Source: an optimization exercise on an open RTL-to-GDS flow (aim: small area). Production flows keep margins and buffers that such runs may drop.
In this exercise RTL edits were held to simulation tests only and were not proved equivalent to the original.
Power and IR drop assume default switching activity.

File: flow/constraint.sdc
create_clock -name core_clock -period 6.0 [get_ports {clk}]
set_input_delay 1.2000 -clock core_clock [delete_from_list [all_inputs] [get_ports {clk}]]
set_output_delay 1.2000 -clock core_clock [all_outputs]
set_load 0.01 [all_outputs]
File: flow/standard.sh
#!/bin/bash
# synth_recipe.tcl (not shown) runs the flow's synth.tcl, then flattens the netlist and writes it again
# the make line also repeats each setting of config.mk as NAME=value (left out here)
make -C /OpenROAD-flow-scripts/flow DESIGN_CONFIG=/design/flow/config.mk WORK_HOME=/design/flow/orfs CLKGATE_MAP_FILE= SYNTH_SCRIPT=/design/flow/synth_recipe.tcl "${@:-finish}"
File: flow/design.v
module XMq #(parameter W = 60, DW = 32) (
    input  logic          clk
  , input  logic          rstn
  , input  logic          in_vld
  , input  logic [W-1:0]  in_pld
  , output logic          in_gnt
  , output logic          hd_vld    
  , output logic [W-1:0]  hd_pld
  , input  logic          send
  , output logic [W-1:0]  fl_pld    
  , input  logic          rsp_we
  , input  logic [DW-1:0] rsp_d     
  , output logic          busy      
  , input  logic          rsp_set   
  , output logic          rsp_vld
  , input  logic          rsp_gnt
);
logic [W-1:0] mem [0:3];
logic [1:0]   wptr;
logic [3:0]   rsel;     
logic         full_n, empty_n, wait_rsp;
logic         we_ok;
assign in_gnt = full_n;
assign we_ok  = in_vld & full_n;
assign hd_pld = ({W{rsel[0]}} & mem[0]) | ({W{rsel[1]}} & mem[1]) |
                ({W{rsel[2]}} & mem[2]) | ({W{rsel[3]}} & mem[3]);
assign hd_vld = empty_n & ~wait_rsp;
always @(posedge clk)
  if (we_ok)
    mem[wptr] <= in_pld;
assign busy = wait_rsp;
always @(posedge clk) begin
  if (send)
    fl_pld[W-1:DW] <= hd_pld[W-1:DW];
  if (send | rsp_we)
    fl_pld[DW-1:0] <= ({DW{send}} & hd_pld[DW-1:0]) | rsp_d;
end
always @(posedge clk or negedge rstn) begin
  if (~rstn) begin
    wptr     <= 2'd0;
    rsel     <= 4'b0001;
    full_n   <= 1'b1;
    empty_n  <= 1'b0;
    wait_rsp <= 1'b0;
    rsp_vld  <= 1'b0;
  end else begin
    if (we_ok) wptr <= wptr + 2'd1;
    if (send)  rsel <= {rsel[2:0], rsel[3]};
    if (we_ok & ~send) begin
      empty_n <= 1'b1;
      full_n  <= ~rsel[wptr + 2'd1];
    end else if (~we_ok & send) begin
      full_n  <= 1'b1;
      empty_n <= ~rsel[wptr - 2'd1];
    end
    if (send)
      wait_rsp <= 1'b1;
    else if (rsp_vld & rsp_gnt)
      wait_rsp <= 1'b0;
    rsp_vld <= rsp_vld ? ~rsp_gnt : rsp_set;
  end
end
endmodule
module XFabric (
    input logic clk
  , input logic rstn
  , input  logic           CPUm_req_vld
  , input  logic           CPUm_req_wr
  , input  logic [23:0] CPUm_req_adr
  , input  logic [3:0] CPUm_req_strb
  , input  logic [31:0] CPUm_req_dat
  , output logic           CPUm_req_gnt
  , output logic           CPUm_rsp_vld
  , output logic [31:0] CPUm_rsp_dat
  , input  logic           CPUm_rsp_gnt
  , input  logic           SCRm_req_vld
  , input  logic           SCRm_req_wr
  , input  logic [23:0] SCRm_req_adr
  , input  logic [3:0] SCRm_req_strb
  , input  logic [31:0] SCRm_req_dat
  , output logic           SCRm_req_gnt
  , output logic           SCRm_rsp_vld
  , output logic [31:0] SCRm_rsp_dat
  , input  logic           SCRm_rsp_gnt
  , input  logic           BRUm_req_vld
  , input  logic           BRUm_req_wr
  , input  logic [23:0] BRUm_req_adr
  , input  logic [1:0] BRUm_req_strb
  , input  logic [15:0] BRUm_req_dat
  , output logic           BRUm_req_gnt
  , output logic           BRUm_rsp_vld
  , output logic [15:0] BRUm_rsp_dat
  , input  logic           BRUm_rsp_gnt
  , output logic           CPUs_req_vld
  , output logic           CPUs_req_wr
  , output logic [15:0] CPUs_req_adr
  , output logic [1:0] CPUs_req_strb
  , output logic [15:0] CPUs_req_dat
  , input  logic      CPUs_req_gnt
  , input  logic      CPUs_rsp_vld
  , input  logic [15:0] CPUs_rsp_dat
  , output logic           CPUs_rsp_gnt
  , output logic           SCRs_req_vld
  , output logic           SCRs_req_wr
  , output logic [15:0] SCRs_req_adr
  , output logic [1:0] SCRs_req_strb
  , output logic [15:0] SCRs_req_dat
  , input  logic      SCRs_req_gnt
  , input  logic      SCRs_rsp_vld
  , input  logic [15:0] SCRs_rsp_dat
  , output logic           SCRs_rsp_gnt
  , output logic           KBDs_req_vld
  , output logic           KBDs_req_wr
  , output logic [15:0] KBDs_req_adr
  , output logic [0:0] KBDs_req_strb
  , output logic [7:0] KBDs_req_dat
  , input  logic      KBDs_req_gnt
  , input  logic      KBDs_rsp_vld
  , input  logic [7:0] KBDs_rsp_dat
  , output logic           KBDs_rsp_gnt
  , output logic           RAMs_req_vld
  , output logic           RAMs_req_wr
  , output logic [20:0] RAMs_req_adr
  , output logic [3:0] RAMs_req_strb
  , output logic [31:0] RAMs_req_dat
  , input  logic      RAMs_req_gnt
  , input  logic      RAMs_rsp_vld
  , input  logic [31:0] RAMs_rsp_dat
  , output logic           RAMs_rsp_gnt
  , output logic           ROMs_req_vld
  , output logic           ROMs_req_wr
  , output logic [14:0] ROMs_req_adr
  , output logic [1:0] ROMs_req_strb
  , output logic [15:0] ROMs_req_dat
  , input  logic      ROMs_req_gnt
  , input  logic      ROMs_rsp_vld
  , input  logic [15:0] ROMs_rsp_dat
  , output logic           ROMs_rsp_gnt
);
localparam WC = 60, WS = 58, WB = 42;
logic          c_hv, s_hv, b_hv;
logic [WC-1:0] c_hd, c_fl;
logic [WS-1:0] s_hd, s_fl;
logic [WB-1:0] b_hd, b_fl;
logic          c_send, s_send, b_send;
logic          c_rwe, s_rwe, b_rwe;
logic [31:0]   c_rd, s_rd;
logic [15:0]   b_rd;
logic          c_rset, s_rset, b_rset;
logic          c_busy, s_busy, b_busy;
XMq #(.W(WC), .DW(32)) CPUm_q (.clk(clk), .rstn(rstn),
  .in_vld(CPUm_req_vld), .in_pld({CPUm_req_adr[22:0], CPUm_req_wr, CPUm_req_strb, CPUm_req_dat}),
  .in_gnt(CPUm_req_gnt), .hd_vld(c_hv), .hd_pld(c_hd), .send(c_send), .fl_pld(c_fl),
  .rsp_we(c_rwe), .rsp_d(c_rd), .busy(c_busy), .rsp_set(c_rset), .rsp_vld(CPUm_rsp_vld), .rsp_gnt(CPUm_rsp_gnt));
XMq #(.W(WS), .DW(32)) SCRm_q (.clk(clk), .rstn(rstn),
  .in_vld(SCRm_req_vld), .in_pld({SCRm_req_adr[20:0], SCRm_req_wr, SCRm_req_strb, SCRm_req_dat}),
  .in_gnt(SCRm_req_gnt), .hd_vld(s_hv), .hd_pld(s_hd), .send(s_send), .fl_pld(s_fl),
  .rsp_we(s_rwe), .rsp_d(s_rd), .busy(s_busy), .rsp_set(s_rset), .rsp_vld(SCRm_rsp_vld), .rsp_gnt(SCRm_rsp_gnt));
XMq #(.W(WB), .DW(16)) BRUm_q (.clk(clk), .rstn(rstn),
  .in_vld(BRUm_req_vld), .in_pld({BRUm_req_adr[23], BRUm_req_adr[21:0], BRUm_req_wr, BRUm_req_strb, BRUm_req_dat}),
  .in_gnt(BRUm_req_gnt), .hd_vld(b_hv), .hd_pld(b_hd), .send(b_send), .fl_pld(b_fl),
  .rsp_we(b_rwe), .rsp_d(b_rd), .busy(b_busy), .rsp_set(b_rset), .rsp_vld(BRUm_rsp_vld), .rsp_gnt(BRUm_rsp_gnt));
assign CPUm_rsp_dat = c_fl[31:0];
assign SCRm_rsp_dat = s_fl[31:0];
assign BRUm_rsp_dat = b_fl[15:0];
logic [22:0] c_adr;  logic c_wr;  logic [3:0] c_strb;  logic [31:0] c_dat;
logic [20:0] s_adr;  logic s_wr;  logic [3:0] s_strb;  logic [31:0] s_dat;
logic [21:0] b_adr;  logic b_a23; logic b_wr; logic [1:0] b_strb; logic [15:0] b_dat;
assign {c_adr, c_wr, c_strb, c_dat} = c_fl;
assign {s_adr, s_wr, s_strb, s_dat} = s_fl;
assign {b_a23, b_adr, b_wr, b_strb, b_dat} = b_fl;
logic c_to_ram, b_to_ram;
assign c_to_ram = c_hv & ~c_hd[WC-1];
assign b_to_ram = b_hv & ~b_hd[WB-1] & ~b_hd[WB-2];
logic       l0, l1, ram_rdy;
logic [2:0] ram_req, ram_mreq, ram_gnt;
assign ram_req  = {b_to_ram, s_hv, c_to_ram} & {3{ram_rdy}};
assign ram_mreq = ram_req & {1'b1, ~l1, ~(l0 | l1)};
always @(*) begin
  if (|ram_mreq)
    ram_gnt = ram_mreq[0] ? 3'b001 : ram_mreq[1] ? 3'b010 : 3'b100;
  else
    ram_gnt = ram_req[0] ? 3'b001 : ram_req[1] ? 3'b010 : {ram_req[2], 2'b00};
end
always @(posedge clk or negedge rstn)
  if (~rstn) begin
    l0 <= 1'b0;
    l1 <= 1'b0;
  end else if (|ram_gnt) begin
    l0 <= ram_gnt[0];
    l1 <= ram_gnt[1];
  end
logic scr_send, kbd_send, cpu_send, rom_send, ram_send;
assign scr_send = c_hv & c_hd[WC-1] & ~c_hd[WC-2];
assign kbd_send = c_hv & c_hd[WC-1] &  c_hd[WC-2];
assign rom_send = b_hv & b_hd[WB-1];
assign cpu_send = b_hv & ~b_hd[WB-1] & b_hd[WB-2];
assign ram_send = |ram_gnt;
assign c_send = scr_send | kbd_send | ram_gnt[0];
assign s_send = ram_gnt[1];
assign b_send = rom_send | cpu_send | ram_gnt[2];
logic scr_rv, kbd_rv, cpu_rv, rom_rv;
logic scr_tsv, kbd_tsv, cpu_tsv, rom_tsv, ram_tsv;
logic scr_hs, kbd_hs, cpu_hs, rom_hs, ram_hs;
assign scr_hs = SCRs_rsp_vld & ~scr_tsv;
assign kbd_hs = KBDs_rsp_vld & ~kbd_tsv;
assign cpu_hs = CPUs_rsp_vld & ~cpu_tsv;
assign rom_hs = ROMs_rsp_vld & ~rom_tsv;
assign ram_hs = RAMs_rsp_vld & ~ram_tsv;
logic [2:0] rq0, rq1;    
logic [1:0] iq0, iq1, rid;
logic       rq_e, rq_f, iq_w, iq_r;
logic [1:0] iq_hd;
assign ram_rdy = ~rq_f;
assign iq_hd   = iq_r ? iq1 : iq0;
logic ram_take;
assign ram_take = rq_e & RAMs_req_gnt;
always @(posedge clk or negedge rstn) begin
  if (~rstn) begin
    scr_rv  <= 1'b0; kbd_rv  <= 1'b0; cpu_rv  <= 1'b0; rom_rv  <= 1'b0;
    scr_tsv <= 1'b0; kbd_tsv <= 1'b0; cpu_tsv <= 1'b0; rom_tsv <= 1'b0; ram_tsv <= 1'b0;
    rq_e <= 1'b0; rq_f <= 1'b0; iq_w <= 1'b0; iq_r <= 1'b0;
  end else begin
    scr_rv <= scr_send | (scr_rv & ~SCRs_req_gnt);
    kbd_rv <= kbd_send | (kbd_rv & ~KBDs_req_gnt);
    cpu_rv <= cpu_send | (cpu_rv & ~CPUs_req_gnt);
    rom_rv <= rom_send | (rom_rv & ~ROMs_req_gnt);
    scr_tsv <= scr_hs;
    kbd_tsv <= kbd_hs;
    cpu_tsv <= cpu_hs;
    rom_tsv <= rom_hs;
    ram_tsv <= ram_hs;
    if (ram_send & ~ram_take) begin
      rq_e <= 1'b1;
      rq_f <= rq_e;
    end else if (~ram_send & ram_take) begin
      rq_f <= 1'b0;
      rq_e <= rq_f;
    end
    if (ram_take) iq_w <= ~iq_w;
    if (ram_hs)   iq_r <= ~iq_r;
  end
end
always @(posedge clk) begin
  if (ram_send & (~rq_e | (rq_e & ~rq_f & ram_take)))
    rq0 <= ram_gnt;
  else if (ram_take)
    rq0 <= rq1;
  if (ram_send & rq_e & ~ram_take)
    rq1 <= ram_gnt;
  if (ram_take & ~iq_w) iq0 <= rq0[2:1];
  if (ram_take &  iq_w) iq1 <= rq0[2:1];
  if (ram_hs) rid <= iq_hd;
end
assign SCRs_rsp_gnt = ~scr_tsv;
assign KBDs_rsp_gnt = ~kbd_tsv;
assign CPUs_rsp_gnt = ~cpu_tsv;
assign ROMs_rsp_gnt = ~rom_tsv;
assign RAMs_rsp_gnt = ~ram_tsv;
assign c_rset = scr_tsv | kbd_tsv | (ram_tsv & rid == 2'd0);
assign s_rset = ram_tsv & rid == 2'd1;
assign b_rset = cpu_tsv | rom_tsv | (ram_tsv & rid == 2'd2);
assign c_rwe = scr_hs | kbd_hs | (ram_hs & iq_hd == 2'd0);
assign s_rwe = ram_hs & iq_hd == 2'd1;
assign b_rwe = cpu_hs | rom_hs | (ram_hs & iq_hd == 2'd2);
logic c_sr, c_sh, c_sl;
logic [3:0] c_sk;
assign c_sr = c_busy & ~c_adr[22];
assign c_sh = c_busy & c_adr[22] & ~c_adr[21] &  c_adr[1];
assign c_sl = c_busy & c_adr[22] & ~c_adr[21] & ~c_adr[1];
assign c_sk = {4{c_busy & c_adr[22] & c_adr[21]}} & (4'b0001 << c_adr[1:0]);
assign c_rd = ({32{c_sr}} & RAMs_rsp_dat) |
              {{16{c_sh}} & SCRs_rsp_dat, {16{c_sl}} & SCRs_rsp_dat} |
              {{8{c_sk[3]}} & KBDs_rsp_dat, {8{c_sk[2]}} & KBDs_rsp_dat,
               {8{c_sk[1]}} & KBDs_rsp_dat, {8{c_sk[0]}} & KBDs_rsp_dat};
assign s_rd = {32{s_busy}} & RAMs_rsp_dat;
logic b_sm, b_sc, b_sh, b_sl;
assign b_sm = b_busy & b_a23;
assign b_sc = b_busy & ~b_a23 & b_adr[21];
assign b_sh = b_busy & ~b_a23 & ~b_adr[21] &  b_adr[1];
assign b_sl = b_busy & ~b_a23 & ~b_adr[21] & ~b_adr[1];
assign b_rd = ({16{b_sm}} & ROMs_rsp_dat) | ({16{b_sc}} & CPUs_rsp_dat) |
              ({16{b_sh}} & RAMs_rsp_dat[31:16]) | ({16{b_sl}} & RAMs_rsp_dat[15:0]);
assign SCRs_req_vld  = scr_rv;
assign SCRs_req_wr   = c_wr;
assign SCRs_req_adr  = c_adr[15:0];
assign SCRs_req_strb = c_adr[1] ? c_strb[3:2] : c_strb[1:0];
assign SCRs_req_dat  = c_adr[1] ? c_dat[31:16] : c_dat[15:0];
assign KBDs_req_vld  = kbd_rv;
assign KBDs_req_wr   = c_wr;
assign KBDs_req_adr  = c_adr[15:0];
assign KBDs_req_strb = c_strb[c_adr[1:0]];
assign KBDs_req_dat  = c_dat[{c_adr[1:0], 3'b000} +: 8];
assign CPUs_req_vld  = cpu_rv;
assign CPUs_req_wr   = b_wr;
assign CPUs_req_adr  = b_adr[15:0];
assign CPUs_req_strb = b_strb;
assign CPUs_req_dat  = b_dat;
assign ROMs_req_vld  = rom_rv;
assign ROMs_req_wr   = b_wr;
assign ROMs_req_adr  = b_adr[14:0];
assign ROMs_req_strb = b_strb;
assign ROMs_req_dat  = b_dat;
assign RAMs_req_vld  = rq_e;
assign RAMs_req_wr   = (c_wr & rq0[0]) | (s_wr & rq0[1]) | (b_wr & rq0[2]);
assign RAMs_req_adr  = ({21{rq0[0]}} & c_adr[20:0]) | ({21{rq0[1]}} & s_adr) | ({21{rq0[2]}} & b_adr[20:0]);
assign RAMs_req_strb = ({4{rq0[0]}} & c_strb) | ({4{rq0[1]}} & s_strb) |
                       {{2{rq0[2] & b_adr[1]}} & b_strb, {2{rq0[2] & ~b_adr[1]}} & b_strb};
assign RAMs_req_dat  = ({32{rq0[0]}} & c_dat) | ({32{rq0[1]}} & s_dat) |
                       {{16{rq0[2] & b_adr[1]}} & b_dat, {16{rq0[2] & ~b_adr[1]}} & b_dat};
endmodule
File: flow/config.mk
export PLATFORM = sky130hd
export DESIGN_NAME = XFabric
export DESIGN_NICKNAME = XFabric
export VERILOG_FILES = /design/flow/design.v
export SDC_FILE = /design/flow/constraint.sdc
export NUM_CORES = 4
export LEC_CHECK = 0
export CAP_MARGIN = 20
export CORE_MARGIN = 2
export CORE_UTILIZATION = 40
export SLEW_MARGIN = 20
File: flow/flow/run.sh
#!/bin/bash
# Own layout flow: the standard ORFS flow, with two changes in how the layout is made:
#  - port buffers use the smallest buffer cell (sky130_fd_sc_hd__buf_1) instead of the
#    tool's default pick; every input and output port still gets its own buffer;
#  - clock tree synthesis does not add dummy loads, and clusters up to 30 sinks within
#    100 um under each clkbuf_16.
# Each tool's full output goes to the ORFS logs under orfs/logs and to flow_make.log here.
set -euo pipefail
export BUFFER_PORTS_ARGS="-buffer_cell sky130_fd_sc_hd__buf_1"
export CTS_ARGS="-sink_clustering_enable -repair_clock_nets -dont_use_dummy_load -sink_clustering_size 24 -sink_clustering_max_diameter 80 -buf_list sky130_fd_sc_hd__clkbuf_16"
bash standard.sh > flow_make.log 2>&1
==> out/qor.yml, run 1 <==
start_util: 0.405
dieHeight_um: 295
synth_compound_area_frac: 0.130
hold_ws_ns: 0.488
worst-path-max-fanout: 43
status: "timing/DRC/antenna clean"
grt_pass1_vias: 20255
synth_ff_type: "edfxtp_1"
rsz0062_at_grt: "no"
synth_xor_area_frac: 0.00129
yosysTopAreaCell: "edfxtp_1"
power_density_nw_per_um2: 453
avgSynthCellArea_um2: 16.2
cts_tree: "done"
drtPass1Iterations: 7
place_hpwl_um: 79300
coreArea_um2: 83800
critPathKind: "reg -> out"
cts_resized: 0
clkTransAtPathRegs_ns: 0.07
pwr-share-clk: 0.188
antenna_found_initial: 30
yosys.area_share.simple: 0.0284
cts-hold-fix-buffers: 0
rows: 106
end_kind: "output pin"
cap_violations: 0
syn_nets: 2375
hold_viol: 0
startpoint_type: "flop"
post_cts.repair.setup_buffers: 0
ys_types: 60
clock-sinks: 857
worst_pin_slew_ns: 1.08
fin_nets: 2714
swShare: 0.360
required_ns: 4.80
critical_path.top_delay_family: "buffers and inverters"
layout.cells.non_filler: 3576
fin_skew_ns: 0.0687
worstPathCellList: "buf_4, a222oi_1, buf_2, inv_1, buf_1"
ys_ff_latch: 857
synth_top_family_by_area: "compound AO/OA/AOI/OAI gates"
synth_cells: 2088
fin_crit_sh: 0.665
yosysTopAreaCellShare: 0.719
wl_um: 114000
intPower_uw: 10800
hold_path_class: "reg -> reg"
dieArea_um2: 87200
combPwrFrac: 0.254
post_drt_wl_per_cell_um: 31.8
slowest_stage: "edfxtp_1"
drv_slew: 0
synth.area.mux_share: 0.0172
fmax_mhz: 251
cts_max_level: 2
clock_latency_ns: 0.62
gp_congestion: 0.864
setup_viol: 0
drc_errors: 0
synth-edff-count: 812
tns_ns: 0
final_util: 0.444
sequentialPowerShare: 0.558
cts_buffers: 46
max_stage_delay_ns: 0.79
grt_overflow: 0
p_switching_uw: 6060
vias: 21167
leakage_uw: 0.0123
async_flop_share: 0.0525
crit_arrival_ns: 2.79
syn-cell-area_um2: 33900
dp.cells: 3512
cts_buffer_depth: 3
cp.buffers_inverters: 4
ant_nets: 0
finalCriticalPeriod_ns: 3.99
ir_drop_mv: 0.280
port_buffers: 549
areaGrowthSynthToFinish_pct: 9.63
grt_pass1_wl_um: 154000
via_per_inst: 5.92
io_pins: 555
fp.dieW_um: 295
synth_fa_ha_area_frac: 0.00590
first_iter_violations: 2948
netlist_top_cells_area: "edfxtp_1 (72%), buf_4 (4.0%), a22oi_1 (3.5%)"
ys_warn_count: 4
drive_gt1_frac: 0.0751
grt_max_degree: 64
track_usage: 0.253
cts_root_buf: "clkbuf_16"
synth_seq_area_share: 0.752
relSlewSlack: 0.281
layout by cell type (no fill, tap or decap), types with 5 or more instances in the layout:
| master | n |
|---|---|
| a21oi_1 | 6 |
| a221oi_1 | 80 |
| a222oi_1 | 105 |
| a22o_1 | 81 |
| a22oi_1 | 158 |
| and2_1 | 6 |
| and3_2 | 12 |
| buf_1 | 548 |
| buf_4 | 47 |
| clkbuf_16 | 46 |
| dfrtp_1 | 33 |
| dfstp_2 | 5 |
| diode_2 | 17 |
| edfxtp_1 | 812 |
| ha_1 | 16 |
| inv_1 | 89 |
| mux2_2 | 40 |
| mux2i_1 | 5 |
| nand2_1 | 158 |
| nor2_1 | 14 |
| o211ai_1 | 19 |
| o21ai_0 | 73 |
kinds of logic after synthesis:
family	after synthesis
DFF	857
AOI/OAI and AO/OA	544
buffers and inverters	397
adders and majority gates	16
xor gates and xnor gates	5
and+or+nand+nor	218
muxes	51
stage by stage:
stage	total power [uW]	cell area, um^2	setup WS (ns)
after floorplan	11800	33900	0.430
after global placement	13600	36000	2.34
after detailed placement	13800	36000	2.24
after CTS	16900	37100	1.55
after global routing	17400	37200	1.91
final	16800	37200	2.01
power groups by stage:
stage,Clock [uW],Sequential (uW),Combinational [uW]
final,3160,9400,4280
after global routing,3380,9490,4570
after CTS,3220,9380,4280
after detailed placement,0,9500,4260
after global placement,0,9440,4200
after floorplan,0,8810,2980
final cells by class:
type / count / area (um^2)
Tap cell: 1134 / 1420
Clock buffer: 46 / 1150
Sequential cell: 857 / 25500
Multi-Input combinational cell: 834 / 6280
Antenna cell: 17 / 42.5
Fill cell: 7517 / 46600
Timing Repair Buffer: 597 / 2420
Inverter: 91 / 342
state kept, by name, indices dropped and copies added (netlist names), 3 cells and up:
name	count
BRUm_q.mem	168
BRUm_q.fl_pld	42
rq1	3
rq0	3
SCRm_q.rsel	4
SCRm_q.mem	232
CPUm_q.fl_pld	60
CPUm_q.mem	240
SCRm_q.fl_pld	58
BRUm_q.rsel	4
CPUm_q.rsel	4
worst paths after layout:
check	depth (start not counted)	from	slack [ns]	to
worst max register to register	7	BRUm_q.rsel[0]	2.41	CPUm_q.fl_pld[45]
worst min register to register	1	kbd_tsv	0.49	kbd_tsv
worst min-delay path	1	kbd_tsv	0.49	kbd_tsv
max in group asynchronous	2	rstn	4.63	CPUm_q.rsel[2]
min in group asynchronous	2	rstn	0.75	BRUm_q.rsel[1]
worst max-delay path	5	rq0[1]	2.01	RAMs_req_dat[28]
synth_stat cells, types with 19 or more instances:
cell type / instances
buf_1: 29
dfrtp_1: 39
a222oi_1: 105
edfxtp_1: 812
nand2_1: 158
mux2_2: 40
o21ai_0: 73
a22oi_1: 158
a22o_1: 81
a221oi_1: 80
o211ai_1: 19
buf_4: 183
clkbuf_1: 77
inv_1: 90
metal layers:
layer | GRT usage | vias up | routed length (um)
met5 | 0 | - | 111
met4 | 0.0903 | 18 | 4200
met3 | 0.0562 | 201 | 11400
met2 | 0.387 | 1269 | 51800
met1 | 0.357 | 10864 | 46300
li1 | - | 8815 | -
==> run 2, diff against run 1 <==
--- a/flow/flow/run.sh
+++ b/flow/flow/run.sh
@@ -2,8 +2,8 @@
 # Own layout flow: the standard ORFS flow, with two changes in how the layout is made:
 #  - port buffers use the smallest buffer cell (sky130_fd_sc_hd__buf_1) instead of the
 #    tool's default pick; every input and output port still gets its own buffer;
-#  - clock tree synthesis does not add dummy loads, and clusters up to 30 sinks within
-#    100 um under each clkbuf_16.
+#  - clock tree synthesis does not add dummy loads, and clusters up to 24 sinks within
+#    80 um under each clkbuf_16.
 # Each tool's full output goes to the ORFS logs under orfs/logs and to flow_make.log here.
 set -euo pipefail
 export BUFFER_PORTS_ARGS="-buffer_cell sky130_fd_sc_hd__buf_1"
==> run 2 against run 1 <==
Compared with the run above: area after synthesis did not move; first-iteration DRC count stayed put; sequential power hardly changed; clock power barely moved; largest power group unchanged; clock skew unchanged; still clean; sequential share of layout area stayed put; count of clock-buffer cells in the layout unchanged; non-clock buffer count unchanged; synthesized cell count is the same; via count stayed put.
==> out/qor.yml, run 2 <==
syn-cell-area_um2: 33900
rsz0062_at_grt: "no"
vias: 21167
yosysTopAreaCellShare: 0.719
worst-path-max-fanout: 43
avgSynthCellArea_um2: 16.2
leakage_uw: 0.0123
r2r_setup_slack_ns: 2.41
via_per_inst: 5.92
fin_crit_sh: 0.665
wl_um: 114000
drv_slew: 0
ant_nets: 0
max_stage_delay_ns: 0.79
end_kind: "output pin"
crit_arrival_ns: 2.79
fmax_mhz: 251
yosysTopAreaCell: "edfxtp_1"
ys_types: 60
cts_buffer_depth: 3
layout.cells.non_filler: 3576
holdPathEnd: "kbd_tsv"
ir_drop_mv: 0.280
post_cts.repair.setup_buffers: 0
grt_max_degree: 64
synth-edff-count: 812
async_flop_share: 0.0525
syn_nets: 2375
synth_cells: 2088
dieHeight_um: 295
cts-hold-fix-buffers: 0
clock_latency_ns: 0.62
ys_warn_count: 4
track_usage: 0.253
critPathKind: "reg -> out"
rows: 106
dieArea_um2: 87200
first_iter_violations: 2948
setup_viol: 0
areaGrowthSynthToFinish_pct: 9.63
relSlewSlack: 0.281
drc_errors: 0
hold_ws_ns: 0.488
clock-sinks: 857
post_drt_wl_per_cell_um: 31.8
hp-start: "kbd_tsv"
drive_gt1_frac: 0.0751
gp_congestion: 0.864
startpoint: "rq0[1]"
yosysMostFrequentCell: "edfxtp_1"
hold_path_class: "reg -> reg"
cts_tree: "done"
yosys-top-cells-count: "edfxtp_1 (812), buf_4 (183), a22oi_1 (158), nand2_1 (158), a222oi_1 (105)"
regToRegEndpoint: "CPUm_q.fl_pld[45]"
largest_register_ffs: 240
cap_violations: 0
r2r_cells: 7
port_buffers: 549
grt_pass1_vias: 20255
drtPass1Iterations: 7
worstPathCellList: "buf_4, a222oi_1, buf_2, inv_1, buf_1"
layout_commonest_cell: "edfxtp_1"
cts_resized: 0
tns_ns: 0
power_density_nw_per_um2: 453
r2r-start: "BRUm_q.rsel[0]"
cts_buffers: 46
worst_slack_ns: 2.01
coreArea_um2: 83800
cts_root_buf: "clkbuf_16"
layout_common_cells: "edfxtp_1 (812), buf_1 (548), a22oi_1 (158), nand2_1 (158), a222oi_1 (105)"
finalCriticalPeriod_ns: 3.99
finalPower_uw: 16800
fp.dieW_um: 295
synth_seq_area_share: 0.752
netlist_top_cells_area: "edfxtp_1 (72%), buf_4 (4.0%), a22oi_1 (3.5%)"
io_pins: 555
min_path_cells: 1
hold_viol: 0
slowest_stage: "edfxtp_1"
required_ns: 4.80
cts_max_level: 2
grt_pass1_wl_um: 154000
place_hpwl_um: 79300
start_util: 0.405
fin_skew_ns: 0.0687
fin_nets: 2714
startpoint_type: "flop"
synth_ff_type: "edfxtp_1"
dp.cells: 3512
antenna_found_initial: 30
grt_overflow: 0
top_register: "CPUm_q.mem"
status: "timing/DRC/antenna clean"
ys_ff_latch: 857
worst_pin_slew_ns: 1.08
largestRegisters: "CPUm_q.mem: 240 flops, SCRm_q.mem: 232 flops, BRUm_q.mem: 168 flops"
place_ws_ns: 2.24
clkTransAtPathRegs_ns: 0.07
run 2: kinds of logic after synthesis:
logic type | count (synthesis) | share of synthesized area
xor gates and xnor gates | 5 | 0.00129
and+or+nand+nor | 218 | 0.0284
adders and majority gates | 16 | 0.00590
muxes | 51 | 0.0172
AOI/OAI and AO/OA | 544 | 0.130
DFF | 857 | 0.752
buffers and inverters | 397 | 0.0652
run 2: worst max path at each step:
| stage | end | slack, ns | depth (start not counted) |
|---|---|---|---|
| 2_1_floorplan | CPUm_q.fl_pld[0] | 0.43 | 2 |
| 6_report | RAMs_req_dat[28] | 2.01 | 5 |
| 3_3_place_gp | RAMs_req_dat[28] | 2.34 | 5 |
| 4_1_cts | RAMs_req_dat[28] | 1.55 | 5 |
| 5_1_grt | RAMs_req_dat[28] | 1.91 | 5 |
| 3_5_place_dp | RAMs_req_dat[28] | 2.24 | 5 |
run 2: layout make-up:
cell class / instances / area (um^2)
clock buffers: 46 / 1150
inverters: 91 / 342
well taps: 1134 / 1420
multi-input cells: 834 / 6280
diodes: 17 / 42.5
fillers: 7517 / 46600
repair buffers: 597 / 2420
flip-flops and latches: 857 / 25500
run 2: metal layers:
metal	track usage	share of wire	vias to the layer above
met5	0	0.00098	-
met4	0.0903	0.037	18
met3	0.0562	0.10	201
met2	0.387	0.46	1269
met1	0.357	0.41	10864
li1	-	-	8815
run 2: power by group:
group          internal [uW]  switching (uW)
clock network           1370            1790
logic                   1180            3110
registers               8240            1160
total                  10800            6060
run 2: stage by stage:
stage	util	instance area, um^2
6_report	0.444	37200
5_1_grt	0.443	37200
4_1_cts	0.443	37100
3_5_place_dp	0.429	36000
3_3_place_gp	0.429	36000
2_1_floorplan	-	33900
run 2: worst max-delay path, delay by kind of cell, from the launching register on:
kind                   cells  cell delay [ns]
DFF                        1             0.79
buffers and inverters      4             1.17
AOI/OAI and AO/OA          1             0.21
==> run 3, diff against run 2 <==
--- a/flow/flow/run.sh
+++ b/flow/flow/run.sh
@@ -7,5 +7,5 @@
 # Each tool's full output goes to the ORFS logs under orfs/logs and to flow_make.log here.
 set -euo pipefail
 export BUFFER_PORTS_ARGS="-buffer_cell sky130_fd_sc_hd__buf_1"
-export CTS_ARGS="-sink_clustering_enable -repair_clock_nets -dont_use_dummy_load -sink_clustering_size 24 -sink_clustering_max_diameter 80 -buf_list sky130_fd_sc_hd__clkbuf_16"
+export CTS_ARGS="-sink_clustering_enable -repair_clock_nets -dont_use_dummy_load -sink_clustering_size 24 -sink_clustering_max_diameter 80 -buf_list \"sky130_fd_sc_hd__clkbuf_8 sky130_fd_sc_hd__clkbuf_16\""
 bash standard.sh > flow_make.log 2>&1
==> run 3 against run 2 <==
Compared with the run above: still clean on timing, DRC and antenna; count of clock-buffer cells in the layout is the same; synthesized cell count is the same; combinational power is essentially flat; wire length is the same; sequential power is essentially flat; register-to-register slack is essentially flat; maximum frequency is the same; setup slack is the same; critical endpoint unchanged.
==> out/qor.yml, run 3 <==
via_per_inst: 5.92
layout_common_cells: "edfxtp_1 (812), buf_1 (548), a22oi_1 (158), nand2_1 (158), a222oi_1 (105)"
relSlewSlack: 0.281
cts_buffer_depth: 3
antenna_found_initial: 30
gp_congestion: 0.864
yosysTopAreaCellShare: 0.719
fmax_mhz: 251
crit_arrival_ns: 2.79
clock_latency_ns: 0.62
post_cts.repair.setup_buffers: 0
fin_crit_sh: 0.665
hold_ws_ns: 0.488
cts_tree: "done"
clkTransAtPathRegs_ns: 0.07
place_hpwl_um: 79300
worst_pin_slew_ns: 1.08
first_iter_violations: 2948
intPower_uw: 10800
cts_root_buf: "clkbuf_16"
netlist_top_cells_area: "edfxtp_1 (72%), buf_4 (4.0%), a22oi_1 (3.5%)"
r2r_cells: 7
clock-sinks: 857
drtPass1Iterations: 7
track_usage: 0.253
hold_viol: 0
place_ws_ns: 2.24
required_ns: 4.80
worst-path-max-fanout: 43
fin_skew_ns: 0.0687
worst_slack_ns: 2.01
leakage_uw: 0.0123
ys_types: 60
largest_register_ffs: 240
cts-hold-fix-buffers: 0
status: "timing/DRC/antenna clean"
combPwrFrac: 0.254
power_density_nw_per_um2: 453
critPathKind: "reg -> out"
largestRegisters: "CPUm_q.mem: 240 flops, SCRm_q.mem: 232 flops, BRUm_q.mem: 168 flops"
min_path_cells: 1
ant_nets: 0
layout_commonest_cell: "edfxtp_1"
ys_warn_count: 4
drc_errors: 0
top_register: "CPUm_q.mem"
wl_um: 114000
avgSynthCellArea_um2: 16.2
grt_overflow: 0
p_switching_uw: 6060
cap_violations: 0
rsz0062_at_grt: "no"
cts_resized: 0
drv_slew: 0
post_drt_wl_per_cell_um: 31.8
grt_pass1_vias: 20255
synth_ff_type: "edfxtp_1"
areaGrowthSynthToFinish_pct: 9.63
end_kind: "output pin"
syn-cell-area_um2: 33900
final_util: 0.444
startpoint_type: "flop"
drive_gt1_frac: 0.0751
fin_nets: 2714
vias: 21167
grt_pass1_wl_um: 154000
cts_max_level: 2
async_flop_share: 0.0525
cts_buffers: 46
tns_ns: 0
syn_nets: 2375
dieHeight_um: 295
coreArea_um2: 83800
rows: 106
dieArea_um2: 87200
port_buffers: 549
io_pins: 555
start_util: 0.405
pwr-share-clk: 0.188
setup_viol: 0
yosysMostFrequentCell: "edfxtp_1"
synth_cells: 2088
hold_path_class: "reg -> reg"
finalPower_uw: 16800
ys_ff_latch: 857
finalCriticalPeriod_ns: 3.99
n_fill_cell: 7517
sequentialPowerShare: 0.558
yosysTopAreaCell: "edfxtp_1"
grt_max_degree: 64
synth_seq_area_share: 0.752
swShare: 0.360
ir_drop_mv: 0.280
yosys-top-cells-count: "edfxtp_1 (812), buf_4 (183), a22oi_1 (158), nand2_1 (158), a222oi_1 (105)"
fp.dieW_um: 295
synth-edff-count: 812
run 3: cell counts after synthesis:
Identical to the previous run, type by type.
run 3: path summary, 6_finish.rpt:
check / startpoint / end / slack (ns)
setup / recovery: rq0[1] / RAMs_req_dat[28] / 2.01
hold / removal: kbd_tsv / kbd_tsv / 0.49
setup reg to reg: BRUm_q.rsel[0] / CPUm_q.fl_pld[45] / 2.41
hold reg to reg: kbd_tsv / kbd_tsv / 0.49
max in group asynchronous: rstn / CPUm_q.rsel[2] / 4.63
min in group asynchronous: rstn / BRUm_q.rsel[1] / 0.75
run 3: cell type report:
| class | count | area, um^2 | area share |
|---|---|---|---|
| tap | 1134 | 1420 | 0.0382 |
| sequential | 857 | 25500 | 0.687 |
| antenna | 17 | 42.5 | 0.00114 |
| inverter | 91 | 342 | 0.00918 |
| multi-input combinational | 834 | 6280 | 0.169 |
| clock buffer | 46 | 1150 | 0.0310 |
| timing repair buffer | 597 | 2420 | 0.0651 |
run 3: worst max-delay path, cell delays in order, from the launching register on:
cell and delay, ns:
edfxtp_1 0.79, buf_4 0.71, a222oi_1 0.21, buf_2 0.24, inv_1 0.07, buf_1 0.15
run 3: cell families after synthesis:
logic type	after synthesis	synth area share
xor gates and xnor gates	5	0.00129
muxes	51	0.0172
AOI/OAI and AO/OA	544	0.130
DFF	857	0.752
and+or+nand+nor	218	0.0284
adders and majority gates	16	0.00590
buffers and inverters	397	0.0652
run 3: power groups by stage:
stage                     registers (uW)  clock network (uW)  logic (uW)
after floorplan                     8810                   0        2980
after global placement              9440                   0        4200
after detailed placement            9500                   0        4260
after CTS                           9380                3220        4280
after global routing                9490                3380        4570
final                               9400                3160        4280
run 3: metal layers:
layer / vias up / wire, um / global-route usage
met5: - / 111 / 0
met4: 18 / 4200 / 0.0903
met3: 201 / 11400 / 0.0562
met2: 1269 / 51800 / 0.387
met1: 10864 / 46300 / 0.357
li1: 8815 / - / -
run 3: per-stage QoR:
stage / std cells / area (um^2)
after global routing: 3567 / 37200
after detailed placement: 3512 / 36000
after floorplan: 2088 / 33900
final: 3576 / 37200
after global placement: 3512 / 36000
after CTS: 3558 / 37100
==> run 4, diff against run 3 <==
--- a/flow/design.v
+++ b/flow/design.v
@@ -29,12 +29,17 @@
   if (we_ok)
     mem[wptr] <= in_pld;
 assign busy = wait_rsp;
-always @(posedge clk) begin
-  if (send)
-    fl_pld[W-1:DW] <= hd_pld[W-1:DW];
-  if (send | rsp_we)
-    fl_pld[DW-1:0] <= ({DW{send}} & hd_pld[DW-1:0]) | rsp_d;
-end
+logic [W-1:0] fl_nxt;
+logic [3:0]   ssel;
+logic         hold_a, hold_d;
+assign ssel   = {4{send}} & rsel;
+assign hold_a = ~send;
+assign hold_d = ~(send | rsp_we);
+assign fl_nxt = ({W{ssel[0]}} & mem[0]) | ({W{ssel[1]}} & mem[1]) |
+                ({W{ssel[2]}} & mem[2]) | ({W{ssel[3]}} & mem[3]) |
+                {{(W-DW){hold_a}} & fl_pld[W-1:DW], ({DW{hold_d}} & fl_pld[DW-1:0]) | rsp_d};
+always @(posedge clk)
+  fl_pld <= fl_nxt;
 always @(posedge clk or negedge rstn) begin
   if (~rstn) begin
     wptr     <= 2'd0;
@@ -265,20 +270,20 @@
 assign b_rwe = cpu_hs | rom_hs | (ram_hs & iq_hd == 2'd2);
 logic c_sr, c_sh, c_sl;
 logic [3:0] c_sk;
-assign c_sr = c_busy & ~c_adr[22];
-assign c_sh = c_busy & c_adr[22] & ~c_adr[21] &  c_adr[1];
-assign c_sl = c_busy & c_adr[22] & ~c_adr[21] & ~c_adr[1];
-assign c_sk = {4{c_busy & c_adr[22] & c_adr[21]}} & (4'b0001 << c_adr[1:0]);
+assign c_sr = c_rwe & ~c_adr[22];
+assign c_sh = c_rwe & c_adr[22] & ~c_adr[21] &  c_adr[1];
+assign c_sl = c_rwe & c_adr[22] & ~c_adr[21] & ~c_adr[1];
+assign c_sk = {4{c_rwe & c_adr[22] & c_adr[21]}} & (4'b0001 << c_adr[1:0]);
 assign c_rd = ({32{c_sr}} & RAMs_rsp_dat) |
               {{16{c_sh}} & SCRs_rsp_dat, {16{c_sl}} & SCRs_rsp_dat} |
               {{8{c_sk[3]}} & KBDs_rsp_dat, {8{c_sk[2]}} & KBDs_rsp_dat,
                {8{c_sk[1]}} & KBDs_rsp_dat, {8{c_sk[0]}} & KBDs_rsp_dat};
-assign s_rd = {32{s_busy}} & RAMs_rsp_dat;
+assign s_rd = {32{s_rwe}} & RAMs_rsp_dat;
 logic b_sm, b_sc, b_sh, b_sl;
-assign b_sm = b_busy & b_a23;
-assign b_sc = b_busy & ~b_a23 & b_adr[21];
-assign b_sh = b_busy & ~b_a23 & ~b_adr[21] &  b_adr[1];
-assign b_sl = b_busy & ~b_a23 & ~b_adr[21] & ~b_adr[1];
+assign b_sm = b_rwe & b_a23;
+assign b_sc = b_rwe & ~b_a23 & b_adr[21];
+assign b_sh = b_rwe & ~b_a23 & ~b_adr[21] &  b_adr[1];
+assign b_sl = b_rwe & ~b_a23 & ~b_adr[21] & ~b_adr[1];
 assign b_rd = ({16{b_sm}} & ROMs_rsp_dat) | ({16{b_sc}} & CPUs_rsp_dat) |
               ({16{b_sh}} & RAMs_rsp_dat[31:16]) | ({16{b_sl}} & RAMs_rsp_dat[15:0]);
 assign SCRs_req_vld  = scr_rv;
==> flow/flow/run.sh (replaced) <==
#!/bin/bash
# Own layout flow: the standard ORFS flow (standard.sh), with these changes in how the
# layout is made:
#  - synthesis: the standard flow's synthesis script unchanged, except that Yosys's abc step maps the
#    combinational logic with Yosys's default ABC script instead of ORFS's speed script.
#    Flip-flops are mapped by dfflibmap before abc, so the registers (names, count, cell
#    types) are exactly those of the standard synthesis; fsm/share stay off, the design is
#    flattened and renamed by synth_recipe.tcl as before.
#  - port buffers use the smallest buffer cell (sky130_fd_sc_hd__buf_1) instead of the
#    tool's default pick; every input and output port still gets its own buffer;
#  - clock tree synthesis adds no dummy loads, and clusters up to 24 sinks within 80 um
#    under each clkbuf_16.
# Each tool's full output goes to the ORFS logs under orfs/logs; make's output goes to
# flow_make.log here.
set -euo pipefail
W=$(pwd)
cat > "$W/own_synth.tcl" <<EOS
proc abc {args} {
  set i [lsearch -exact \$args -script]
  if { \$i >= 0 } { set args [lreplace \$args \$i [expr {\$i + 1}]] }
  yosys abc {*}\$args
}
source {$W/synth_recipe.tcl}
EOS
sed "s|SYNTH_SCRIPT=[^ ]*|SYNTH_SCRIPT=$W/own_synth.tcl|" standard.sh > own_standard.sh
if ! grep -q "SYNTH_SCRIPT=$W/own_synth.tcl " own_standard.sh; then
  echo "could not point standard.sh at own_synth.tcl; using standard.sh as is" > own_flow_note.log
  cp standard.sh own_standard.sh
fi
export BUFFER_PORTS_ARGS="-buffer_cell sky130_fd_sc_hd__buf_1"
export CTS_ARGS="-sink_clustering_enable -repair_clock_nets -dont_use_dummy_load -sink_clustering_size 24 -sink_clustering_max_diameter 80 -buf_list sky130_fd_sc_hd__clkbuf_16"
bash own_standard.sh > flow_make.log 2>&1
==> run 4 against run 3 <==
Compared with the run above: die area shrank 3.9%; register-to-register slack lost 0.46 ns; synthesized cell count grew 1.8%; combinational power shrank 28%; critical path depth is the same; via count grew 0.45%; clock skew shrank 0.0048 ns; largest cell class unchanged.
==> out/qor.yml, run 4 <==
status: "timing/DRC/antenna clean"
drtPass1Iterations: 14
grt_pass1_wl_um: 151000
ys_warn_count: 4
ys_ff_latch: 857
startpoint_type: "flop"
yosysTopAreaCellShare: 0.601
ys_types: 52
gp_congestion: 0.928
crit_arrival_ns: 2.87
drc_errors: 0
place_hpwl_um: 76300
drv_slew: 0
setup_viol: 0
yosys-top-cells-count: "edfxtp_1 (652), a222oi_1 (275), nand2_1 (220)"
port_buffers: 549
ant_nets: 0
regToRegEndpoint: "CPUm_q.fl_pld[22]"
synth_cells: 2125
r2r-start: "CPUm_q.rsel[1]"
grt_pass1_vias: 20202
min_path_cells: 2
coreArea_um2: 80500
seq_area_um2: 23900
cts_resized: 0
layout_common_cells: "edfxtp_1 (652), buf_1 (548), a222oi_1 (275)"
antenna_found_initial: 24
worst-path-max-fanout: 14
clock_latency_ns: 0.62
leakage_uw: 0.0125
avgSynthCellArea_um2: 15.3
dieArea_um2: 83800
io_pins: 555
cts-hold-fix-buffers: 0
synth_ff_type: "edfxtp_1"
tns_ns: 0
post_cts.repair.setup_buffers: 0
required_ns: 4.80
hold_viol: 0
start_util: 0.405
largestRegisters: "CPUm_q.mem: 240 flops, SCRm_q.mem: 232 flops, BRUm_q.mem: 168 flops"
cts_buffer_depth: 3
fp.dieW_um: 289
hold_path_class: "reg -> reg"
dpl_cell_area_um2: 34500
fin_crit_sh: 0.678
power_density_nw_per_um2: 407
cts_max_level: 2
clkTransAtPathRegs_ns: 0.09
cts_root_buf: "clkbuf_16"
rsz0062_at_grt: "no"
relSlewSlack: 0.252
fin_nets: 2745
fin_skew_ns: 0.0639
r2r_cells: 8
via_per_inst: 6.03
holdPathEnd: "CPUm_q.fl_pld[52]"
fmax_mhz: 246
finalCriticalPeriod_ns: 4.07
yosysTopAreaCell: "edfxtp_1"
design_area_um2: 35700
grt_overflow: 0
yosysMostFrequentCell: "edfxtp_1"
hp-start: "CPUm_q.mem[3][52]"
drive_gt1_frac: 0.0688
clock-sinks: 857
syn-cell-area_um2: 32600
vias: 21263
track_usage: 0.255
cts_tree: "done"
layout_commonest_cell: "edfxtp_1"
synth-edff-count: 652
r2r_setup_slack_ns: 1.95
n_fill_cell: 7222
rows: 104
end_kind: "output pin"
worst_pin_slew_ns: 1.12
areaGrowthSynthToFinish_pct: 9.60
wl_um: 111000
post_drt_wl_per_cell_um: 31.4
final_util: 0.443
largest_register_ffs: 240
synth_seq_area_share: 0.734
top_register: "CPUm_q.mem"
cts_buffers: 46
syn_nets: 2412
multiInputGateArea_um2: 6550
critPathKind: "reg -> out"
ir_drop_mv: 0.295
grt_max_degree: 59
netlist_top_cells_area: "edfxtp_1 (60%), dfxtp_1 (9.8%), a222oi_1 (8.4%)"
async_flop_share: 0.0525
dieHeight_um: 289
cap_violations: 0
first_iter_violations: 3684
[run 4: cell count changes after synthesis, sizes merged, moves of 19 or more]
cell	previous run	this run
o21ai	73	12
dfxtp	0	160
edfxtp	812	652
o211ai	19	0
a222oi	105	275
a22o	81	8
nand2	158	220
a22oi	160	112
a221oi	80	15
nand3	2	28
[run 4: layout make-up]
cell class | count | share of cell area
diodes | 12 | 0.000841
clock buffers | 46 | 0.0322
inverters | 88 | 0.00925
multi-input cells | 869 | 0.183
flip-flops and latches | 857 | 0.670
well taps | 1060 | 0.0371
repair buffers | 596 | 0.0676
[run 4: stage by stage]
stage	std cells	power (uW)	hold slack (ns)	setup WS (ns)
after global routing	3522	15100	0.473	1.73
final	3528	14500	0.437	1.93
after global placement	3470	11400	0.430	2.06
after CTS	3516	14600	0.438	1.97
after floorplan	2125	10100	0.418	2.85
after detailed placement	3470	11500	0.439	2.02
[run 4: cell families after synthesis]
logic type,after synthesis,share of synthesized area
AOI/OAI and AO/OA,483,0.132
xor gates and xnor gates,5,0.00134
adders and majority gates,16,0.00614
buffers and inverters,399,0.0697
DFF,857,0.734
muxes,34,0.0115
and+or+nand+nor,331,0.0453
[run 4: report_power, final]
group / switching, uW / total [uW] / internal, uW
registers: 704 / 8280 / 7580
logic: 2290 / 3090 / 802
clock network: 1790 / 3160 / 1370
[run 4: worst max-delay path: stages (launching register included)]
cell and delay, ns:
edfxtp_1 0.44, and2_1 0.36, buf_4 0.33, a222oi_1 0.80
inv_1 0.14, buf_1 0.17
[run 4: routing by layer]
metal | GRT usage | vias up | wire (um)
met5 | 0 | - | 165
met4 | 0.0593 | 24 | 2290
met3 | 0.0661 | 151 | 11800
met2 | 0.388 | 1199 | 50300
met1 | 0.367 | 10896 | 46200
li1 | - | 8993 | -
[run 4: worst max path at each step]
stage / from / slack, ns / end
floorplan: RAMs_rsp_vld / 2.85 / BRUm_q.fl_pld[10]
global placement: CPUm_q.rsel[1] / 2.06 / CPUm_q.fl_pld[11]
detailed placement: CPUm_q.rsel[1] / 2.02 / CPUm_q.fl_pld[22]
CTS: CPUm_q.rsel[1] / 1.97 / CPUm_q.fl_pld[22]
global route: CPUm_q.rsel[1] / 1.73 / CPUm_q.fl_pld[22]
finish: rq0[2] / 1.93 / RAMs_req_dat[28]
==> run 5, diff against run 4 <==
--- a/flow/flow/run.sh
+++ b/flow/flow/run.sh
@@ -8,7 +8,7 @@
 #    flattened and renamed by synth_recipe.tcl as before.
 #  - port buffers use the smallest buffer cell (sky130_fd_sc_hd__buf_1) instead of the
 #    tool's default pick; every input and output port still gets its own buffer;
-#  - clock tree synthesis adds no dummy loads, and clusters up to 24 sinks within 80 um
+#  - clock tree synthesis adds no dummy loads, and clusters up to 30 sinks within 100 um
 #    under each clkbuf_16.
 # Each tool's full output goes to the ORFS logs under orfs/logs; make's output goes to
 # flow_make.log here.
@@ -28,5 +28,5 @@
   cp standard.sh own_standard.sh
 fi
 export BUFFER_PORTS_ARGS="-buffer_cell sky130_fd_sc_hd__buf_1"
-export CTS_ARGS="-sink_clustering_enable -repair_clock_nets -dont_use_dummy_load -sink_clustering_size 24 -sink_clustering_max_diameter 80 -buf_list sky130_fd_sc_hd__clkbuf_16"
+export CTS_ARGS="-sink_clustering_enable -repair_clock_nets -dont_use_dummy_load -sink_clustering_size 30 -sink_clustering_max_diameter 100 -buf_list sky130_fd_sc_hd__clkbuf_16"
 bash own_standard.sh > flow_make.log 2>&1
==> run 5 against run 4 <==
Compared with the run above: power is 2.3% lower; still clean on timing, DRC and antenna; global-route usage decreased by 0.079 points; wire length barely moved; maximum frequency fell by 0.18%; first-iteration DRC count increased by 9.7%; sequential power hardly changed; via count about the same; clock power down about 10%; utilization down 0.30 points.
==> out/qor.yml, run 5 <==
status: "timing/DRC/antenna clean"
grt_pass1_wl_um: 151000
hold_path_class: "reg -> reg"
hold_viol: 0
synth_seq_area_share: 0.734
fin_crit_sh: 0.679
drtPass1Iterations: 14
netlist_top_cells_area: "edfxtp_1 (60%), dfxtp_1 (9.8%), a222oi_1 (8.4%)"
coreArea_um2: 80500
startpoint_type: "flop"
dieHeight_um: 289
largestRegisters: "CPUm_q.mem: 240 flops, SCRm_q.mem: 232 flops, BRUm_q.mem: 168 flops"
grt.met3_usage: 0.0587
fp.dieW_um: 289
drc_errors: 0
synth_cells: 2125
port_buffers: 549
synth_ff_type: "edfxtp_1"
gp_congestion: 0.928
yosys-top-cells-count: "edfxtp_1 (652), a222oi_1 (275), nand2_1 (220)"
cts_tree: "done"
required_ns: 6.51
areaGrowthSynthToFinish_pct: 8.85
fmax_mhz: 246
fin_nets: 2735
track_usage: 0.254
final_util: 0.440
place_hpwl_um: 76300
dieArea_um2: 83800
ys_ff_latch: 857
async_flop_share: 0.0525
vias: 21268
clkTransAtPathRegs_ns: 0.11
grt_overflow: 0
critPathKind: "reg -> reg"
largest_register_ffs: 240
clock-sinks: 857
ys_types: 52
rsz0062_at_grt: "no"
ys_warn_count: 4
avgSynthCellArea_um2: 15.3
first_iter_violations: 4042
layout_commonest_cell: "edfxtp_1"
cts_resized: 0
cts_max_level: 2
finalCriticalPeriod_ns: 4.07
cts-hold-fix-buffers: 0
synth-edff-count: 652
leakage_uw: 0.0124
cts_root_buf: "clkbuf_16"
post_drt_wl_per_cell_um: 31.5
drive_gt1_frac: 0.0650
setup_viol: 0
layout.cells.non_filler: 3520
fin_skew_ns: 0.0585
cts_buffers: 36
power_density_nw_per_um2: 400
dp.cells: 3470
ir_drop_mv: 0.310
n_fill_cell: 7248
clock_latency_ns: 0.60
yosysTopAreaCell: "edfxtp_1"
relSlewSlack: 0.237
end_kind: "flop"
yosysTopAreaCellShare: 0.601
grt_max_degree: 59
wl_um: 111000
worst-path-max-fanout: 40
tns_ns: 0
syn-cell-area_um2: 32600
rows: 104
top_register: "CPUm_q.mem"
grt_busiest_layer: "met2"
syn_nets: 2412
crit_arrival_ns: 4.58
cap_violations: 0
ant_nets: 0
worst_pin_slew_ns: 1.14
antenna_found_initial: 30
layout_common_cells: "edfxtp_1 (652), buf_1 (548), a222oi_1 (275)"
grt_util_met1: 0.371
drv_slew: 0
yosysMostFrequentCell: "edfxtp_1"
cts_buffer_depth: 3
start_util: 0.405
hold_ws_ns: 0.431
grt_pass1_vias: 20129
io_pins: 555
post_cts.repair.setup_buffers: 0
via_per_inst: 6.04
use_met2: 0.387
-- run 5: cell types whose count changed in the layout (fill, tap and decap cells not counted), sizes merged --
cell and delta:
diode +2, clkbuf -10
-- run 5: layout make-up --
cell class              instances  area [um^2]  share of cell area
flip-flops and latches        857        23900               0.674
inverters                      88          330             0.00931
diodes                         14         35.0            0.000988
multi-input cells             869         6550               0.185
repair buffers                596         2410              0.0681
well taps                    1060         1330              0.0374
clock buffers                  36          901              0.0254
-- run 5: final timing paths --
kind | slack, ns | from | end | cells past startpoint
min in group asynchronous | 0.71 | rstn | kbd_rv | 2
hold reg to reg | 0.43 | CPUm_q.mem[0][20] | CPUm_q.fl_pld[20] | 2
setup reg to reg | 1.93 | CPUm_q.rsel[1] | CPUm_q.fl_pld[25] | 8
hold / removal | 0.43 | CPUm_q.mem[0][20] | CPUm_q.fl_pld[20] | 2
setup / recovery | 1.93 | CPUm_q.rsel[1] | CPUm_q.fl_pld[25] | 8
max in group asynchronous | 4.77 | rstn | SCRm_q.wptr[0] | 2
-- run 5: stage by stage --
stage	setup WS (ns)	total power [uW]	cell area (um^2)
2_1_floorplan	2.85	10100	32600
3_3_place_gp	2.06	11400	34500
3_5_place_dp	2.02	11500	34500
4_1_cts	2.02	14200	35400
5_1_grt	1.78	14800	35500
6_report	1.93	14200	35500
-- run 5: cell families after synthesis --
| kind of cell | synth area share |
|---|---|
| fa+ha+maj | 0.00614 |
| compound gates | 0.132 |
| buf+inv | 0.0697 |
| flops | 0.734 |
| simple gates | 0.0453 |
| mux | 0.0115 |
| xor+xnor | 0.00134 |
-- run 5: critical path, stage by stage, from the launching register on --
cell,delay (ns)
dfrtp_1,0.45
a222oi_1,0.73
nand3_1,0.30
or3_1,0.41
o311a_2,0.40
nor2b_4,0.66
buf_4,0.61
a222oi_1,0.23
nand4_1,0.17
-- run 5: report_power, final --
part           internal, uW  switching [uW]
registers              7580             700
logic                   802            2290
clock network          1090            1740
-- run 5: metal layers --
metal / wire (um) / vias up
met4: 2190 / 26
met3: 11500 / 141
met1: 46400 / 10933
met5: 182 / -
met2: 50500 / 1200
li1: - / 8968

==> static timing again, ports no longer ideal <==
In the flow no input, the clock included, has a driving cell. The finished layouts below were timed again as built, in two steps.
Step 1, drivers: a clkbuf_16 drives clk and a buf_2 each remaining input, both assumed.
Step 2 adds t to the input delays and takes it off the output delays; t is the mean of the earliest and latest rising clock arrival at the registers after step 1. Input paths then give back, and output paths get back, about the clock's delay inside the block.
a / b / c = ideal / step 1 / step 2; a / b = the first two.
run	shift t [ns]	setup WS [ns]	hold slack, ns	latest minus earliest clock arrival (ns)	worst data-port slew with drivers (ns)
run 1	0.654	2.013 / 1.948 / 2.406	0.488 / 0.488 / 0.488	0.069 / 0.069	0.17
run 2	0.654	2.013 / 1.948 / 2.406	0.488 / 0.488 / 0.488	0.069 / 0.069	0.17
run 3	0.654	2.013 / 1.948 / 2.406	0.488 / 0.488 / 0.488	0.069 / 0.069	0.17
run 4	0.654	1.934 / 1.867 / 1.949	0.437 / 0.437 / 0.437	0.065 / 0.064	0.15
run 5	0.639	1.927 / 1.921 / 1.927	0.431 / 0.431 / 0.431	0.059 / 0.058	0.15
After both steps every run listed still meets setup and hold.
